This is an optimization exercise on Yosys and OpenROAD, whose aim is small area, a short achievable clock period and few clock cycles per item, not a production implementation. At most, simulation tests tie the RTL to the original design; equivalence was not proved. Only the layout flow was run in run 2; the RTL was not checked for function there. Power figures rest on the tool's default switching activity, not on a simulated workload.

## flow/design.v (module list and top-level ports; edited modules follow where they fit)
// module seq_mult_16bit: 1529 lines
module seq_mult_16bit (
    input  wire         clk,
    input  wire         rst_n,
    input  wire         start,
    input  wire [15:0]  a_in,
    input  wire [15:0]  b_in,
    output wire [31:0]  p_out,
    output reg          done
);
  // ...
==> flow/flow/run.sh <==
#!/bin/bash
set -euo pipefail
cd "$(dirname "$0")/.."
GRT_SETUP_MARGIN=0.6
RES=orfs/results/${FLOW_PLATFORM:-sky130hd}/seq_mult_16bit/base
VARS=("BUFFER_PORTS_ARGS=-buffer_cell sky130_fd_sc_hd__buf_2" "SYNTH_ARGS=-noabc")
bash standard.sh "${VARS[@]}" synth > flow_make_synth.log 2>&1
cp "$RES/1_2_yosys.v" "$RES/1_2_yosys.pre_fapin.v"
python3 flow/fapin.py "$RES/1_2_yosys.v" > fapin.log 2>&1
rm -f "$RES/1_synth.odb"
bash standard.sh "${VARS[@]}" cts > flow_make_cts.log 2>&1
bash standard.sh "${VARS[@]}" "SETUP_SLACK_MARGIN=$GRT_SETUP_MARGIN" \
  finish > flow_make.log 2>&1
==> flow/flow/fapin.py <==
#!/usr/bin/env python3
"""fapin.py NETLIST: in a mapped sky130hd netlist, reconnect the three inputs
of every full-adder cell (fa_*) so that the input that arrives last (by a
simple delay model) drives CIN, the fastest input to SUM.  A full adder's
outputs are symmetric in A, B and CIN, so the function is unchanged.
Rewrites NETLIST in place and prints how many cells it changed."""
import re
import sys

path = sys.argv[1]
txt = open(path).read()
inst_re = re.compile(r'(sky130_fd_sc_hd__(\w+))\s+(\S+)\s*\((.*?)\);', re.S)
pin_re = re.compile(r'\.(\w+)\(([^()]*)\)')
OUT = {'X', 'Y', 'Q', 'Q_N', 'SUM', 'COUT', 'HI', 'LO'}
insts = []
drv = {}
for m in inst_re.finditer(txt):
    typ, name, body = m.group(2), m.group(3), m.group(4)
    pins = {p: n.strip() for p, n in pin_re.findall(body)}
    insts.append((m, typ, name, pins))
    for p, n in pins.items():
        if p in OUT:
            drv[n] = len(insts) - 1

FA_D = {'A': 0.50, 'B': 0.50, 'CIN': 0.44}
memo = {}


def delay(typ):
    if typ.startswith(('inv', 'clkinv')):
        return 0.08
    if typ.startswith(('buf', 'clkbuf')):
        return 0.15
    if typ.startswith('ha'):
        return 0.30
    return 0.20


def arr(net):
    if net in memo:
        return memo[net]
    memo[net] = 0.0
    if net not in drv:
        a = 1.1                      # input port through its buffer
    else:
        m, typ, name, pins = insts[drv[net]]
        if typ.startswith(('df', 'sdf')):
            a = 0.35
        else:
            ins = [arr(n) for p, n in pins.items() if p not in OUT and n]
            if typ.startswith('fa'):
                s = sorted(ins)
                a = max(s[0] + FA_D['A'], s[1] + FA_D['B'], s[2] + FA_D['CIN'])
            else:
                a = (max(ins) if ins else 0.0) + delay(typ)
    memo[net] = a
    return a


sys.setrecursionlimit(100000)
changed = 0
out = []
last = 0
for m, typ, name, pins in insts:
    if not typ.startswith('fa_'):
        continue
    nets = [pins['A'], pins['B'], pins['CIN']]
    order = sorted(nets, key=arr)
    new = {'A': order[1], 'B': order[0], 'CIN': order[2]}
    if new == {'A': pins['A'], 'B': pins['B'], 'CIN': pins['CIN']}:
        continue
    body = m.group(4)
    for p in ('A', 'B', 'CIN'):
        body = re.sub(r'\.%s\([^()]*\)' % p, '.%s(@@%s@@)' % (p, p), body, count=1)
    for p in ('A', 'B', 'CIN'):
        body = body.replace('@@%s@@' % p, new[p] + (' ' if new[p].startswith('\\') else ''))
    out.append(txt[last:m.start(4)])
    out.append(body)
    last = m.end(4)
    changed += 1
out.append(txt[last:])
open(path, 'w').write(''.join(out))
print(f"fapin: reconnected {changed} of {sum(1 for i in insts if i[1].startswith('fa_'))} full adders")
==> flow/standard.sh <==
#!/bin/bash
# synth_recipe.tcl (not shown) runs the flow's synth.tcl, then flattens the netlist and writes it again
# the make line also repeats each setting of config.mk as NAME=value (left out here)
make -C /OpenROAD-flow-scripts/flow DESIGN_CONFIG=/design/flow/config.mk WORK_HOME=/design/flow/orfs CLKGATE_MAP_FILE= SYNTH_SCRIPT=/design/flow/synth_recipe.tcl "${@:-finish}"
==> flow/config.mk <==
export PLATFORM = sky130hd
export DESIGN_NAME = seq_mult_16bit
export DESIGN_NICKNAME = seq_mult_16bit
export VERILOG_FILES = /design/flow/design.v
export SDC_FILE = /design/flow/constraint.sdc
export NUM_CORES = 4
export LEC_CHECK = 0
export ABC_AREA = 1
export CAP_MARGIN = 20
export CORE_MARGIN = 2
export CORE_UTILIZATION = 55
export CTS_BUF_LIST = sky130_fd_sc_hd__clkbuf_4 sky130_fd_sc_hd__clkbuf_8
export CTS_CLUSTER_DIAMETER = 100
export CTS_CLUSTER_SIZE = 32
export SETUP_SLACK_MARGIN = 1.0
export SLEW_MARGIN = 20
==> flow/constraint.sdc <==
create_clock -name core_clock -period 4.5 [get_ports {clk}]
set_input_delay 0.9000 -clock core_clock [delete_from_list [all_inputs] [get_ports {clk}]]
set_output_delay 0.9000 -clock core_clock [all_outputs]
set_load 0.01 [all_outputs]
==> out/results.ini, run 1 <==
[logic_synthesis]
synth_top_area_share_pct = 28.0
synth_simple_gate_area_share_pct = 6.52
ys.flop_type = dfxtp_1
synthTopCellsByArea = fa_1 (28%), dfxtp_1 (16%), xnor2_1 (12%)
synth.most_common_cell = fa_1
synthCells = 765

[final_layout]
reg.largest.list = r0_q: 31 flops, r1_q: 30 flops, done: 1 flops
multiInputCombCellCount = 560
area_growth_pct = 12.3
multi_input_area_share_pct = 69.9
clk_share_pct = 2.50
largest_register_ffs = 31
drive_above_1_share_pct = 25.9

[placed_design]
dpl_worst_slack_ns = 0.330
port_buffers = 67
dp_cells = 941
dpl.hpwl_um = 14800

[floorplan]
rows = 42
n_tap_cell = 176

[critical_path]
cpMaxStageDelayCell = fa_1
worstSetupStartpoint = b_in[13]
cp.buffers_inverters = 2
slowest_delay_ns = 0.54
cpLargestDelayFamily = adder cells

[global_routing]
grt_util_met3_pct = 5.71
met1_usage_pct = 39.4
grt.overflow.total = 0

[sta]
tns_ns = 0
relSlewSlack_pct = 55.8
setup_viol = 0
tightest_slew_ns = 0.656
fin_crit_ns = 3.57
period_share_pct = 79.3

[cts]
cts-root-buf = clkbuf_8
cts.repair.resized = 50
cts_buffers = 9

[detailed_routing]
routed_wl_um = 18500
route.vias.total = 5387

[worst_hold_path]
hold_class = primary input to asynchronous set/reset pin

[power]
power_mw = 4.83

[outcome]
status = no timing/DRC/antenna violations

Testbench counts, summed over its fixed seeds: cycles 2,400, items 2,400.
==> inputs of run 2 (changes only) <==
--- a/flow/design.v
+++ b/flow/design.v
@@ -518,16 +518,31 @@
     wire s356;
     wire c357;
     wire s358;
     wire c359;
     wire s360;
     wire c361;
     wire s362;
     wire c363;
+    wire lg0;
+    wire lg1;
+    wire lg2;
+    wire lg3;
+    wire lp0;
+    wire lp1;
+    wire lp2;
+    wire lp3;
+    wire lG1;
+    wire lG2;
+    wire lG3;
+    wire ls0;
+    wire ls1;
+    wire ls2;
+    wire ls3;
     assign bo0 = b_in[0] ^ 1'b0;
     assign bt0 = (b_in[1] & ~b_in[0] & ~1'b0) | (~b_in[1] & b_in[0] & 1'b0);
     assign bn0 = b_in[1] & ~(b_in[0] & 1'b0);
     assign ax0_0 = a_in[0] ^ b_in[1];
     assign ax0_1 = a_in[1] ^ b_in[1];
     assign ax0_2 = a_in[2] ^ b_in[1];
     assign ax0_3 = a_in[3] ^ b_in[1];
     assign ax0_4 = a_in[4] ^ b_in[1];
@@ -1033,25 +1048,35 @@
     assign s356 = c259 ^ s304 ^ c303;
     assign c357 = (c259 & s304) | (c303 & (c259 ^ s304));
     assign s358 = pp134 ^ s306 ^ c305;
     assign c359 = (pp134 & s306) | (c305 & (pp134 ^ s306));
     assign s360 = pp135 ^ sn120 ^ c307;
     assign c361 = (pp135 & sn120) | (c307 & (pp135 ^ sn120));
     assign s362 = 1'b1 ^ pp136;
     assign c363 = 1'b1 & pp136;
+    assign lg0 = bn0 & pp1;
+    assign lp0 = bn0 ^ pp1;
+    assign lg1 = pp2 & 1'b0;
+    assign lp1 = pp2 ^ 1'b0;
+    assign lg2 = pp3 & s308;
+    assign lp2 = pp3 ^ s308;
+    assign lg3 = c309 & s310;
+    assign lp3 = c309 ^ s310;
+    assign lG1 = lg1 | (lp1 & lg0);
+    assign lG2 = lg2 | (lp2 & lG1);
+    assign lG3 = lg3 | (lp3 & lG2);
+    assign ls0 = lp0;
+    assign ls1 = lp1 ^ lg0;
+    assign ls2 = lp2 ^ lG1;
+    assign ls3 = lp3 ^ lG2;
     reg [31:0] r0_q, r1_q;
+    reg [3:0] lo_q;
+    reg lc_q;
     always @(posedge clk) begin
-        r0_q[0] <= bn0;
-        r1_q[0] <= pp1;
-        r0_q[1] <= pp2;
-        r0_q[2] <= pp3;
-        r1_q[2] <= s308;
-        r0_q[3] <= c309;
-        r1_q[3] <= s310;
         r0_q[4] <= c311;
         r1_q[4] <= s312;
         r0_q[5] <= c313;
         r1_q[5] <= s314;
         r0_q[6] <= c315;
         r1_q[6] <= s316;
         r0_q[7] <= c317;
         r1_q[7] <= s318;
@@ -1096,16 +1121,21 @@
         r0_q[27] <= s358;
         r1_q[27] <= c357;
         r0_q[28] <= s360;
         r1_q[28] <= c359;
         r0_q[29] <= s362;
         r1_q[29] <= c361;
         r0_q[30] <= sn137;
         r1_q[30] <= c363;
+        lo_q[0] <= ls0;
+        lo_q[1] <= ls1;
+        lo_q[2] <= ls2;
+        lo_q[3] <= ls3;
+        lc_q <= lG3;
     end
     wire hg0;
     wire hg1;
     wire hg2;
     wire hg3;
     wire hg4;
     wire hg5;
     wire hg6;
@@ -1125,20 +1155,16 @@
     wire hg20;
     wire hg21;
     wire hg22;
     wire hg23;
     wire hg24;
     wire hg25;
     wire hg26;
     wire hg27;
-    wire hg28;
-    wire hg29;
-    wire hg30;
-    wire hg31;
     wire hp0;
     wire hp1;
     wire hp2;
     wire hp3;
     wire hp4;
     wire hp5;
     wire hp6;
     wire hp7;
@@ -1157,24 +1183,18 @@
     wire hp20;
     wire hp21;
     wire hp22;
     wire hp23;
     wire hp24;
     wire hp25;
     wire hp26;
     wire hp27;
-    wire hp28;
-    wire hp29;
-    wire hp30;
-    wire hp31;
     wire hG1;
-    wire hP1;
     wire hG2;
-    wire hP2;
     wire hG3;
     wire hP3;
     wire hG4;
     wire hP4;
     wire hG5;
     wire hP5;
     wire hG6;
     wire hP6;
@@ -1192,99 +1212,57 @@
     wire hP12;
     wire hG13;
     wire hP13;
     wire hG14;
     wire hP14;
     wire hG15;
     wire hP15;
     wire hG16;
-    wire hP16;
     wire hG17;
     wire hP17;
     wire hG18;
     wire hP18;
     wire hG19;
     wire hP19;
     wire hG20;
     wire hP20;
     wire hG21;
     wire hP21;
     wire hG22;
     wire hP22;
     wire hG23;
-    wire hP23;
     wire hG24;
     wire hP24;
     wire hG25;
     wire hP25;
     wire hG26;
-    wire hP26;
     wire hG27;
-    wire hP27;
     wire hG28;
-    wire hP28;
     wire hG29;
-    wire hP29;
     wire hG30;
-    wire hP30;
     wire hG31;
-    wire hP31;
     wire hG32;
-    wire hP32;
     wire hG33;
-    wire hP33;
     wire hG34;
-    wire hP34;
     wire hG35;
-    wire hP35;
     wire hG36;
-    wire hP36;
     wire hG37;
-    wire hP37;
     wire hG38;
-    wire hP38;
     wire hG39;
-    wire hP39;
     wire hG40;
-    wire hP40;
     wire hG41;
-    wire hP41;
     wire hG42;
-    wire hP42;
     wire hG43;
-    wire hP43;
     wire hG44;
-    wire hP44;
     wire hG45;
-    wire hP45;
     wire hG46;
-    wire hP46;
     wire hG47;
-    wire hP47;
     wire hG48;
-    wire hP48;
     wire hG49;
-    wire hP49;
-    wire hG50;
-    wire hP50;
-    wire hG51;
-    wire hP51;
-    wire hG52;
-    wire hP52;
-    wire hG53;
-    wire hP53;
-    wire hG54;
-    wire hP54;
-    wire hG55;
-    wire hP55;
-    wire hG56;
-    wire hP56;
-    wire hG57;
-    wire hP57;
     wire hs0;
     wire hs1;
     wire hs2;
     wire hs3;
     wire hs4;
     wire hs5;
     wire hs6;
     wire hs7;
@@ -1303,228 +1281,168 @@
     wire hs20;
     wire hs21;
     wire hs22;
     wire hs23;
     wire hs24;
     wire hs25;
     wire hs26;
     wire hs27;
-    wire hs28;
-    wire hs29;
-    wire hs30;
-    wire hs31;
-    assign hg0 = r0_q[0] & r1_q[0];
-    assign hp0 = r0_q[0] ^ r1_q[0];
-    assign hg1 = r0_q[1] & 1'b0;
-    assign hp1 = r0_q[1] ^ 1'b0;
-    assign hg2 = r0_q[2] & r1_q[2];
-    assign hp2 = r0_q[2] ^ r1_q[2];
-    assign hg3 = r0_q[3] & r1_q[3];
-    assign hp3 = r0_q[3] ^ r1_q[3];
-    assign hg4 = r0_q[4] & r1_q[4];
-    assign hp4 = r0_q[4] ^ r1_q[4];
-    assign hg5 = r0_q[5] & r1_q[5];
-    assign hp5 = r0_q[5] ^ r1_q[5];
-    assign hg6 = r0_q[6] & r1_q[6];
-    assign hp6 = r0_q[6] ^ r1_q[6];
-    assign hg7 = r0_q[7] & r1_q[7];
-    assign hp7 = r0_q[7] ^ r1_q[7];
-    assign hg8 = r0_q[8] & r1_q[8];
-    assign hp8 = r0_q[8] ^ r1_q[8];
-    assign hg9 = r0_q[9] & r1_q[9];
-    assign hp9 = r0_q[9] ^ r1_q[9];
-    assign hg10 = r0_q[10] & r1_q[10];
-    assign hp10 = r0_q[10] ^ r1_q[10];
-    assign hg11 = r0_q[11] & r1_q[11];
-    assign hp11 = r0_q[11] ^ r1_q[11];
-    assign hg12 = r0_q[12] & r1_q[12];
-    assign hp12 = r0_q[12] ^ r1_q[12];
-    assign hg13 = r0_q[13] & r1_q[13];
-    assign hp13 = r0_q[13] ^ r1_q[13];
-    assign hg14 = r0_q[14] & r1_q[14];
-    assign hp14 = r0_q[14] ^ r1_q[14];
-    assign hg15 = r0_q[15] & r1_q[15];
-    assign hp15 = r0_q[15] ^ r1_q[15];
-    assign hg16 = r0_q[16] & r1_q[16];
-    assign hp16 = r0_q[16] ^ r1_q[16];
-    assign hg17 = r0_q[17] & r1_q[17];
-    assign hp17 = r0_q[17] ^ r1_q[17];
-    assign hg18 = r0_q[18] & r1_q[18];
-    assign hp18 = r0_q[18] ^ r1_q[18];
-    assign hg19 = r0_q[19] & r1_q[19];
-    assign hp19 = r0_q[19] ^ r1_q[19];
-    assign hg20 = r0_q[20] & r1_q[20];
-    assign hp20 = r0_q[20] ^ r1_q[20];
-    assign hg21 = r0_q[21] & r1_q[21];
-    assign hp21 = r0_q[21] ^ r1_q[21];
-    assign hg22 = r0_q[22] & r1_q[22];
-    assign hp22 = r0_q[22] ^ r1_q[22];
-    assign hg23 = r0_q[23] & r1_q[23];
-    assign hp23 = r0_q[23] ^ r1_q[23];
-    assign hg24 = r0_q[24] & r1_q[24];
-    assign hp24 = r0_q[24] ^ r1_q[24];
-    assign hg25 = r0_q[25] & r1_q[25];
-    assign hp25 = r0_q[25] ^ r1_q[25];
-    assign hg26 = r0_q[26] & r1_q[26];
-    assign hp26 = r0_q[26] ^ r1_q[26];
-    assign hg27 = r0_q[27] & r1_q[27];
-    assign hp27 = r0_q[27] ^ r1_q[27];
-    assign hg28 = r0_q[28] & r1_q[28];
-    assign hp28 = r0_q[28] ^ r1_q[28];
-    assign hg29 = r0_q[29] & r1_q[29];
-    assign hp29 = r0_q[29] ^ r1_q[29];
-    assign hg30 = r0_q[30] & r1_q[30];
-    assign hp30 = r0_q[30] ^ r1_q[30];
-    assign hg31 = 1'b1 & 1'b0;
-    assign hp31 = 1'b1 ^ 1'b0;
-    assign hG1 = hg1 | (hp1 & hg0);
-    assign hP1 = hp1 & hp0;
-    assign hG2 = hg3 | (hp3 & hg2);
-    assign hP2 = hp3 & hp2;
-    assign hG3 = hg5 | (hp5 & hg4);
-    assign hP3 = hp5 & hp4;
-    assign hG4 = hg7 | (hp7 & hg6);
-    assign hP4 = hp7 & hp6;
-    assign hG5 = hg9 | (hp9 & hg8);
-    assign hP5 = hp9 & hp8;
-    assign hG6 = hg11 | (hp11 & hg10);
-    assign hP6 = hp11 & hp10;
-    assign hG7 = hg13 | (hp13 & hg12);
-    assign hP7 = hp13 & hp12;
-    assign hG8 = hg15 | (hp15 & hg14);
-    assign hP8 = hp15 & hp14;
-    assign hG9 = hg17 | (hp17 & hg16);
-    assign hP9 = hp17 & hp16;
-    assign hG10 = hg19 | (hp19 & hg18);
-    assign hP10 = hp19 & hp18;
-    assign hG11 = hg21 | (hp21 & hg20);
-    assign hP11 = hp21 & hp20;
-    assign hG12 = hg23 | (hp23 & hg22);
-    assign hP12 = hp23 & hp22;
-    assign hG13 = hg25 | (hp25 & hg24);
-    assign hP13 = hp25 & hp24;
-    assign hG14 = hg27 | (hp27 & hg26);
-    assign hP14 = hp27 & hp26;
-    assign hG15 = hg29 | (hp29 & hg28);
-    assign hP15 = hp29 & hp28;
-    assign hG16 = hg31 | (hp31 & hg30);
-    assign hP16 = hp31 & hp30;
-    assign hG17 = hG2 | (hP2 & hG1);
-    assign hP17 = hP2 & hP1;
-    assign hG18 = hG4 | (hP4 & hG3);
-    assign hP18 = hP4 & hP3;
-    assign hG19 = hG6 | (hP6 & hG5);
-    assign hP19 = hP6 & hP5;
-    assign hG20 = hG8 | (hP8 & hG7);
-    assign hP20 = hP8 & hP7;
-    assign hG21 = hG10 | (hP10 & hG9);
-    assign hP21 = hP10 & hP9;
-    assign hG22 = hG12 | (hP12 & hG11);
-    assign hP22 = hP12 & hP11;
-    assign hG23 = hG14 | (hP14 & hG13);
-    assign hP23 = hP14 & hP13;
-    assign hG24 = hG16 | (hP16 & hG15);
-    assign hP24 = hP16 & hP15;
-    assign hG25 = hG18 | (hP18 & hG17);
-    assign hP25 = hP18 & hP17;
-    assign hG26 = hG20 | (hP20 & hG19);
-    assign hP26 = hP20 & hP19;
-    assign hG27 = hG22 | (hP22 & hG21);
-    assign hP27 = hP22 & hP21;
-    assign hG28 = hG24 | (hP24 & hG23);
-    assign hP28 = hP24 & hP23;
-    assign hG29 = hG26 | (hP26 & hG25);
-    assign hP29 = hP26 & hP25;
-    assign hG30 = hG28 | (hP28 & hG27);
-    assign hP30 = hP28 & hP27;
-    assign hG31 = hG30 | (hP30 & hG29);
-    assign hP31 = hP30 & hP29;
-    assign hG32 = hG27 | (hP27 & hG29);
-    assign hP32 = hP27 & hP29;
-    assign hG33 = hG19 | (hP19 & hG25);
-    assign hP33 = hP19 & hP25;
-    assign hG34 = hG21 | (hP21 & hG29);
-    assign hP34 = hP21 & hP29;
-    assign hG35 = hG23 | (hP23 & hG32);
-    assign hP35 = hP23 & hP32;
-    assign hG36 = hG3 | (hP3 & hG17);
-    assign hP36 = hP3 & hP17;
-    assign hG37 = hG5 | (hP5 & hG25);
-    assign hP37 = hP5 & hP25;
-    assign hG38 = hG7 | (hP7 & hG33);
-    assign hP38 = hP7 & hP33;
-    assign hG39 = hG9 | (hP9 & hG29);
-    assign hP39 = hP9 & hP29;
-    assign hG40 = hG11 | (hP11 & hG34);
-    assign hP40 = hP11 & hP34;
-    assign hG41 = hG13 | (hP13 & hG32);
-    assign hP41 = hP13 & hP32;
-    assign hG42 = hG15 | (hP15 & hG35);
-    assign hP42 = hP15 & hP35;
-    assign hG43 = hg2 | (hp2 & hG1);
-    assign hP43 = hp2 & hP1;
-    assign hG44 = hg4 | (hp4 & hG17);
-    assign hP44 = hp4 & hP17;
-    assign hG45 = hg6 | (hp6 & hG36);
-    assign hP45 = hp6 & hP36;
-    assign hG46 = hg8 | (hp8 & hG25);
-    assign hP46 = hp8 & hP25;
-    assign hG47 = hg10 | (hp10 & hG37);
-    assign hP47 = hp10 & hP37;
-    assign hG48 = hg12 | (hp12 & hG33);
-    assign hP48 = hp12 & hP33;
-    assign hG49 = hg14 | (hp14 & hG38);
-    assign hP49 = hp14 & hP38;
-    assign hG50 = hg16 | (hp16 & hG29);
-    assign hP50 = hp16 & hP29;
-    assign hG51 = hg18 | (hp18 & hG39);
-    assign hP51 = hp18 & hP39;
-    assign hG52 = hg20 | (hp20 & hG34);
-    assign hP52 = hp20 & hP34;
-    assign hG53 = hg22 | (hp22 & hG40);
-    assign hP53 = hp22 & hP40;
-    assign hG54 = hg24 | (hp24 & hG32);
-    assign hP54 = hp24 & hP32;
-    assign hG55 = hg26 | (hp26 & hG41);
-    assign hP55 = hp26 & hP41;
-    assign hG56 = hg28 | (hp28 & hG35);
-    assign hP56 = hp28 & hP35;
-    assign hG57 = hg30 | (hp30 & hG42);
-    assign hP57 = hp30 & hP42;
-    assign hs0 = hp0;
-    assign hs1 = hp1 ^ hg0;
-    assign hs2 = hp2 ^ hG1;
-    assign hs3 = hp3 ^ hG43;
-    assign hs4 = hp4 ^ hG17;
-    assign hs5 = hp5 ^ hG44;
-    assign hs6 = hp6 ^ hG36;
-    assign hs7 = hp7 ^ hG45;
-    assign hs8 = hp8 ^ hG25;
-    assign hs9 = hp9 ^ hG46;
-    assign hs10 = hp10 ^ hG37;
-    assign hs11 = hp11 ^ hG47;
-    assign hs12 = hp12 ^ hG33;
-    assign hs13 = hp13 ^ hG48;
-    assign hs14 = hp14 ^ hG38;
-    assign hs15 = hp15 ^ hG49;
-    assign hs16 = hp16 ^ hG29;
-    assign hs17 = hp17 ^ hG50;
-    assign hs18 = hp18 ^ hG39;
-    assign hs19 = hp19 ^ hG51;
-    assign hs20 = hp20 ^ hG34;
-    assign hs21 = hp21 ^ hG52;
-    assign hs22 = hp22 ^ hG40;
-    assign hs23 = hp23 ^ hG53;
-    assign hs24 = hp24 ^ hG32;
-    assign hs25 = hp25 ^ hG54;
-    assign hs26 = hp26 ^ hG41;
-    assign hs27 = hp27 ^ hG55;
-    assign hs28 = hp28 ^ hG35;
-    assign hs29 = hp29 ^ hG56;
-    assign hs30 = hp30 ^ hG42;
-    assign hs31 = hp31 ^ hG57;
-    assign p_out = {hs31, hs30, hs29, hs28, hs27, hs26, hs25, hs24, hs23, hs22, hs21, hs20, hs19, hs18, hs17, hs16, hs15, hs14, hs13, hs12, hs11, hs10, hs9, hs8, hs7, hs6, hs5, hs4, hs3, hs2, hs1, hs0};
+    assign hg0 = r0_q[4] & r1_q[4];
+    assign hp0 = r0_q[4] ^ r1_q[4];
+    assign hg1 = r0_q[5] & r1_q[5];
+    assign hp1 = r0_q[5] ^ r1_q[5];
+    assign hg2 = r0_q[6] & r1_q[6];
+    assign hp2 = r0_q[6] ^ r1_q[6];
+    assign hg3 = r0_q[7] & r1_q[7];
+    assign hp3 = r0_q[7] ^ r1_q[7];
+    assign hg4 = r0_q[8] & r1_q[8];
+    assign hp4 = r0_q[8] ^ r1_q[8];
+    assign hg5 = r0_q[9] & r1_q[9];
+    assign hp5 = r0_q[9] ^ r1_q[9];
+    assign hg6 = r0_q[10] & r1_q[10];
+    assign hp6 = r0_q[10] ^ r1_q[10];
+    assign hg7 = r0_q[11] & r1_q[11];
+    assign hp7 = r0_q[11] ^ r1_q[11];
+    assign hg8 = r0_q[12] & r1_q[12];
+    assign hp8 = r0_q[12] ^ r1_q[12];
+    assign hg9 = r0_q[13] & r1_q[13];
+    assign hp9 = r0_q[13] ^ r1_q[13];
+    assign hg10 = r0_q[14] & r1_q[14];
+    assign hp10 = r0_q[14] ^ r1_q[14];
+    assign hg11 = r0_q[15] & r1_q[15];
+    assign hp11 = r0_q[15] ^ r1_q[15];
+    assign hg12 = r0_q[16] & r1_q[16];
+    assign hp12 = r0_q[16] ^ r1_q[16];
+    assign hg13 = r0_q[17] & r1_q[17];
+    assign hp13 = r0_q[17] ^ r1_q[17];
+    assign hg14 = r0_q[18] & r1_q[18];
+    assign hp14 = r0_q[18] ^ r1_q[18];
+    assign hg15 = r0_q[19] & r1_q[19];
+    assign hp15 = r0_q[19] ^ r1_q[19];
+    assign hg16 = r0_q[20] & r1_q[20];
+    assign hp16 = r0_q[20] ^ r1_q[20];
+    assign hg17 = r0_q[21] & r1_q[21];
+    assign hp17 = r0_q[21] ^ r1_q[21];
+    assign hg18 = r0_q[22] & r1_q[22];
+    assign hp18 = r0_q[22] ^ r1_q[22];
+    assign hg19 = r0_q[23] & r1_q[23];
+    assign hp19 = r0_q[23] ^ r1_q[23];
+    assign hg20 = r0_q[24] & r1_q[24];
+    assign hp20 = r0_q[24] ^ r1_q[24];
+    assign hg21 = r0_q[25] & r1_q[25];
+    assign hp21 = r0_q[25] ^ r1_q[25];
+    assign hg22 = r0_q[26] & r1_q[26];
+    assign hp22 = r0_q[26] ^ r1_q[26];
+    assign hg23 = r0_q[27] & r1_q[27];
+    assign hp23 = r0_q[27] ^ r1_q[27];
+    assign hg24 = r0_q[28] & r1_q[28];
+    assign hp24 = r0_q[28] ^ r1_q[28];
+    assign hg25 = r0_q[29] & r1_q[29];
+    assign hp25 = r0_q[29] ^ r1_q[29];
+    assign hg26 = r0_q[30] & r1_q[30];
+    assign hp26 = r0_q[30] ^ r1_q[30];
+    assign hg27 = 1'b1 & 1'b0;
+    assign hp27 = 1'b1 ^ 1'b0;
+    assign hG1 = hg0 | (hp0 & lc_q);
+    assign hG2 = hg1 | (hp1 & hG1);
+    assign hG3 = hg3 | (hp3 & hg2);
+    assign hP3 = hp3 & hp2;
+    assign hG4 = hg5 | (hp5 & hg4);
+    assign hP4 = hp5 & hp4;
+    assign hG5 = hg7 | (hp7 & hg6);
+    assign hP5 = hp7 & hp6;
+    assign hG6 = hg9 | (hp9 & hg8);
+    assign hP6 = hp9 & hp8;
+    assign hG7 = hg11 | (hp11 & hg10);
+    assign hP7 = hp11 & hp10;
+    assign hG8 = hg13 | (hp13 & hg12);
+    assign hP8 = hp13 & hp12;
+    assign hG9 = hg15 | (hp15 & hg14);
+    assign hP9 = hp15 & hp14;
+    assign hG10 = hg17 | (hp17 & hg16);
+    assign hP10 = hp17 & hp16;
+    assign hG11 = hg19 | (hp19 & hg18);
+    assign hP11 = hp19 & hp18;
+    assign hG12 = hg21 | (hp21 & hg20);
+    assign hP12 = hp21 & hp20;
+    assign hG13 = hg23 | (hp23 & hg22);
+    assign hP13 = hp23 & hp22;
+    assign hG14 = hg25 | (hp25 & hg24);
+    assign hP14 = hp25 & hp24;
+    assign hG15 = hg27 | (hp27 & hg26);
+    assign hP15 = hp27 & hp26;
+    assign hG16 = hG3 | (hP3 & hG2);
+    assign hG17 = hG5 | (hP5 & hG4);
+    assign hP17 = hP5 & hP4;
+    assign hG18 = hG7 | (hP7 & hG6);
+    assign hP18 = hP7 & hP6;
+    assign hG19 = hG9 | (hP9 & hG8);
+    assign hP19 = hP9 & hP8;
+    assign hG20 = hG11 | (hP11 & hG10);
+    assign hP20 = hP11 & hP10;
+    assign hG21 = hG13 | (hP13 & hG12);
+    assign hP21 = hP13 & hP12;
+    assign hG22 = hG15 | (hP15 & hG14);
+    assign hP22 = hP15 & hP14;
+    assign hG23 = hG17 | (hP17 & hG16);
+    assign hG24 = hG19 | (hP19 & hG18);
+    assign hP24 = hP19 & hP18;
+    assign hG25 = hG21 | (hP21 & hG20);
+    assign hP25 = hP21 & hP20;
+    assign hG26 = hG24 | (hP24 & hG23);
+    assign hG27 = hG25 | (hP25 & hG26);
+    assign hG28 = hG18 | (hP18 & hG23);
+    assign hG29 = hG20 | (hP20 & hG26);
+    assign hG30 = hG22 | (hP22 & hG27);
+    assign hG31 = hG4 | (hP4 & hG16);
+    assign hG32 = hG6 | (hP6 & hG23);
+    assign hG33 = hG8 | (hP8 & hG28);
+    assign hG34 = hG10 | (hP10 & hG26);
+    assign hG35 = hG12 | (hP12 & hG29);
+    assign hG36 = hG14 | (hP14 & hG27);
+    assign hG37 = hg2 | (hp2 & hG2);
+    assign hG38 = hg4 | (hp4 & hG16);
+    assign hG39 = hg6 | (hp6 & hG31);
+    assign hG40 = hg8 | (hp8 & hG23);
+    assign hG41 = hg10 | (hp10 & hG32);
+    assign hG42 = hg12 | (hp12 & hG28);
+    assign hG43 = hg14 | (hp14 & hG33);
+    assign hG44 = hg16 | (hp16 & hG26);
+    assign hG45 = hg18 | (hp18 & hG34);
+    assign hG46 = hg20 | (hp20 & hG29);
+    assign hG47 = hg22 | (hp22 & hG35);
+    assign hG48 = hg24 | (hp24 & hG27);
+    assign hG49 = hg26 | (hp26 & hG36);
+    assign hs0 = hp0 ^ lc_q;
+    assign hs1 = hp1 ^ hG1;
+    assign hs2 = hp2 ^ hG2;
+    assign hs3 = hp3 ^ hG37;
+    assign hs4 = hp4 ^ hG16;
+    assign hs5 = hp5 ^ hG38;
+    assign hs6 = hp6 ^ hG31;
+    assign hs7 = hp7 ^ hG39;
+    assign hs8 = hp8 ^ hG23;
+    assign hs9 = hp9 ^ hG40;
+    assign hs10 = hp10 ^ hG32;
+    assign hs11 = hp11 ^ hG41;
+    assign hs12 = hp12 ^ hG28;
+    assign hs13 = hp13 ^ hG42;
+    assign hs14 = hp14 ^ hG33;
+    assign hs15 = hp15 ^ hG43;
+    assign hs16 = hp16 ^ hG26;
+    assign hs17 = hp17 ^ hG44;
+    assign hs18 = hp18 ^ hG34;
+    assign hs19 = hp19 ^ hG45;
+    assign hs20 = hp20 ^ hG29;
+    assign hs21 = hp21 ^ hG46;
+    assign hs22 = hp22 ^ hG35;
+    assign hs23 = hp23 ^ hG47;
+    assign hs24 = hp24 ^ hG27;
+    assign hs25 = hp25 ^ hG48;
+    assign hs26 = hp26 ^ hG36;
+    assign hs27 = hp27 ^ hG49;
+    assign p_out = {hs27, hs26, hs25, hs24, hs23, hs22, hs21, hs20, hs19, hs18, hs17, hs16, hs15, hs14, hs13, hs12, hs11, hs10, hs9, hs8, hs7, hs6, hs5, hs4, hs3, hs2, hs1, hs0, lo_q[3], lo_q[2], lo_q[1], lo_q[0]};
     always @(posedge clk or negedge rst_n) begin
         if (!rst_n) done <= 1'b0;
         else        done <= start;
     end
 endmodule
==> flow/flow/run.sh (replaced) <==
#!/bin/bash
set -euo pipefail
cd "$(dirname "$0")/.."
GRT_SETUP_MARGIN=0.6
bash standard.sh \
  "BUFFER_PORTS_ARGS=-buffer_cell sky130_fd_sc_hd__buf_2" \
  "SYNTH_ARGS=-noabc" \
  cts > flow_make_cts.log 2>&1
bash standard.sh \
  "BUFFER_PORTS_ARGS=-buffer_cell sky130_fd_sc_hd__buf_2" \
  "SYNTH_ARGS=-noabc" \
  "SETUP_SLACK_MARGIN=$GRT_SETUP_MARGIN" \
  finish > flow_make.log 2>&1
removed: flow/flow/fapin.py
==> out/results.ini, run 2 <==
[final_layout]
drive_above_1_share_pct = 24.1  ; was 25.9%
nets = 966  ; was 989
final_area_um2 = 8090  ; was 8350 um2
reg.largest.list = r0_q: 27 flops, r1_q: 27 flops, lo_q: 4 flops  ; was r0_q: 31 flops, r1_q: 30 flops, done: 1 flops
nFillCells = 1151  ; was 1135
n_antenna_cell = 0  ; unchanged
most-common-layout-cells = xnor2_1 (95), fa_1 (93), o22ai_1 (90), buf_2 (59), dfxtp_1 (58)  ; was fa_1 (99), xnor2_1 (94), o22ai_1 (83), buf_2 (66), dfxtp_1 (53)
area_growth_pct = 9.60  ; was 12.3%
final_common_cell = xnor2_1  ; was fa_1

[critical_path]
cp-end-kind = primary output  ; was flop
cp.arrival_ns = 2.83  ; was 3.88 ns
cp_max_fo = 4  ; was 10
criticalPathCategory = flop to primary output  ; was primary input to flop
critPathLaunchType = flop  ; was primary input
cp.required_ns = 3.60  ; was 4.81 ns

[global_routing]
first_global_vias = 5569  ; was 5821
grt_usage_pct = 27.5  ; was 27.7%
antenna_found_initial = 0  ; unchanged
grt_pass1_wl_um = 29900  ; was 30300 um
grt_max_degree = 19  ; was 18
grt.overflow.total = 0  ; unchanged

[sta]
maxSlewViolCount = 0  ; unchanged
fin_crit_ns = 3.73  ; was 3.57 ns
setup_viol = 0  ; unchanged
fmax_mhz = 268  ; was 280 MHz
fin_ws_ns = 0.770  ; was 0.932 ns
relSlewSlack_pct = 65.5  ; was 55.8%
tightest_slew_ns = 0.512  ; was 0.656 ns
tns_ns = 0  ; unchanged
period_share_pct = 82.9  ; was 79.3%
rsz0062_at_grt = no  ; unchanged
hold_violations = 0  ; unchanged

[worst_hold_path]
hold_class = primary input to asynchronous set/reset pin  ; unchanged

[cts]
cts_hold_buf = 0  ; unchanged
cts_buffers = 9  ; unchanged
clockBufferDepth = 2  ; unchanged
cts-root-buf = clkbuf_8  ; unchanged
clk_pin_slew_worst_paths_ns = 0.07  ; about the same
cts.sinks = 60  ; was 62
cts_tree = yes  ; unchanged
h-tree-depth = 3  ; unchanged

[logic_synthesis]
yosysSeqAreaShare_pct = 16.3  ; was 16.8%
ys.warnings.count = 1  ; unchanged
synth_top_area_share_pct = 28.8  ; was 28.0%
yosysTopAreaCell = fa_1  ; unchanged
synth.cell_area_um2 = 7380  ; was 7430 um2
synth.most_common_cell = fa_1  ; unchanged
ys.flop_type = dfxtp_1  ; unchanged
synth_area_per_cell_um2 = 9.82  ; was 9.71 um2
ys_seq_elements = 60  ; was 62
ys_top_cells_by_count = fa_1 (106), xnor2_1 (103), o22ai_1 (98)  ; was fa_1 (104), xnor2_1 (103), o22ai_1 (99)
async_flop_share_pct = 1.67  ; was 1.61%
synthTopCellsByArea = fa_1 (29%), dfxtp_1 (16%), xnor2_1 (12%)  ; was fa_1 (28%), dfxtp_1 (16%), xnor2_1 (12%)
syn_nets = 945  ; was 961
synth_edf_count = 0  ; unchanged
yosys.cell_types.count = 37  ; was 31
synthCells = 751  ; was 765

[detailed_routing]
firstDrtPassIters = 5  ; unchanged
m1WireLength_um = 8400  ; was 8800 um
highest_layer = met4  ; unchanged
wl_met2_um = 8140  ; was 8350 um
route.detailed.drc = 0  ; unchanged
wl_met3_um = 1550  ; was 1030 um
route.vias.total = 5293  ; was 5387
routed_wl_um = 18300  ; was 18500 um
ant_nets = 0  ; unchanged
wl_per_cell_um = 19.3  ; was 18.9 um
route.detailed.vias_per_inst = 5.55  ; was 5.53
drtIter0Drc = 310  ; was 262

[power]
power_mw = 5.02  ; was 4.83 mW
power.leakage_nw = 3.52  ; was 3.63 nW
power_density_nw_per_um2 = 621  ; was 579 nW/um2
ir_drop_v = 0.000293  ; was 0.000364 V

[floorplan]
chipHeight_um = 120  ; about the same
dieArea_um2 = 14400  ; was 14500 um2
initial_core_util_pct = 55.9  ; was 56.3%
die_w_um = 120  ; about the same
design.core.area_um2 = 13200  ; unchanged
io_pins = 68  ; unchanged
rows = 42  ; unchanged

[outcome]
status = no timing/DRC/antenna violations  ; unchanged

[job]
timing.max_cap.violations = 0  ; unchanged

[placed_design]
dpl_worst_slack_ns = 0.402  ; was 0.330 ns
port_buffers = 67  ; unchanged
dpl_cell_area_um2 = 7670  ; was 7750 um2
place_congestion = 1.00  ; was 0.957
dpl.hpwl_um = 14900  ; was 14800 um

run 2: kinds of logic after synthesis:
family	synth area share, %
adder cells (fa/ha/maj)	37.7
AO/OA/AOI/OAI	12.5
buffers and inverters	10.2
XOR/XNOR	16.6
AND/OR/NAND/NOR	6.60
flip-flops	16.3
run 2: area by class of cell:
| cell class | count | area (um2) | area share (%) |
|---|---|---|---|
| timing repair buffer | 85 | 528 | 6.53 |
| multi-input combinational | 550 | 5650 | 69.9 |
| clock buffer | 12 | 159 | 1.97 |
| tap | 176 | 220 | 2.72 |
| inverter | 66 | 273 | 3.37 |
| clock inverter | 4 | 47.5 | 0.588 |
| sequential | 60 | 1210 | 14.9 |
run 2: timing repair:
action	4_1_cts	5_1_grt
setup endpoints to repair	39	1
pin swaps	8	0
resized for setup	42	2
setup buffers	6	0
run 2: power breakdown:
part / total, mW / leakage [nW] / internal [mW] / switching, mW
sequential: 0.943 / 0.508 / 0.797 / 0.145
combinational: 3.56 / 2.90 / 1.65 / 1.91
clock: 0.516 / 0.106 / 0.290 / 0.226
total: 5.02 / 3.52 / 2.74 / 2.28
run 2: worst max path at each step:
stage	start	end	slack, ns
detailed placement	b_in[1]	r1_q[17]	0.40
floorplan	b_in[7]	r1_q[17]	0.99
CTS	lc_q	p_out[26]	0.70
global placement	b_in[3]	r1_q[20]	0.46
finish	lc_q	p_out[30]	0.77
global route	lc_q	p_out[27]	0.62
run 2: metal layers:
metal	GRT usage, %	vias to the layer above
met4	6.69	0
met1	39.2	2587
met3	7.37	16
li1	-	2511
met5	0	-
met2	42.0	179
run 2: worst max-delay path, cell delays in order, from the launching register on:
cell,delay [ns]
dfxtp_2,0.33
fa_2,0.39
fa_2,0.40
nand2_2,0.10
nand2_4,0.08
nand3_4,0.09
nand2_4,0.07
nand2_4,0.07
nand2_4,0.07
nand2_4,0.07
nand2_4,0.07
nand2_2,0.07
nand2_2,0.05
fa_1,0.48
buf_2,0.13
run 2: per-stage QoR:
| stage | std cells | utilization [%] | hold slack (ns) |
|---|---|---|---|
| finish | 953 | 61.3 | 0.299 |
| global route | 953 | 61.3 | 0.285 |
| CTS | 953 | 61.3 | 0.278 |
| detailed placement | 931 | 58.2 | 0.676 |
| global placement | 931 | 58.2 | 0.674 |
| floorplan | 751 | - | 0.604 |

[what the ideal ports hide]
No port has a modelled driver above. Below, the same layouts with a new extraction and two added sets of constraints.
Step 1, drivers: a clkbuf_16 drives clk and a buf_2 each remaining input, both assumed.
Step 2 also shifts input and output timing later by t, the mid clock arrival at the registers, as if the neighbouring blocks saw the same clock.
a / b / c = no drivers / after step 1 / after step 2; a / b = the first two.
| run | t, ns | slack for setup (ns) | worst register clock-pin slew, ns | cell pins on the clock port's net |
|---|---|---|---|---|
| run 1 | 0.397 | 0.932 / 0.940 / 0.543 | 0.07 / 0.07 | 1 |
| run 2 | 0.398 | 0.770 / 0.734 / 0.591 | 0.07 / 0.07 | 1 |
After both steps every run listed still meets setup and hold. For run 1, which loses most, drivers alone change the setup slack by +0.008 ns; drivers and shift together by -0.389 ns.
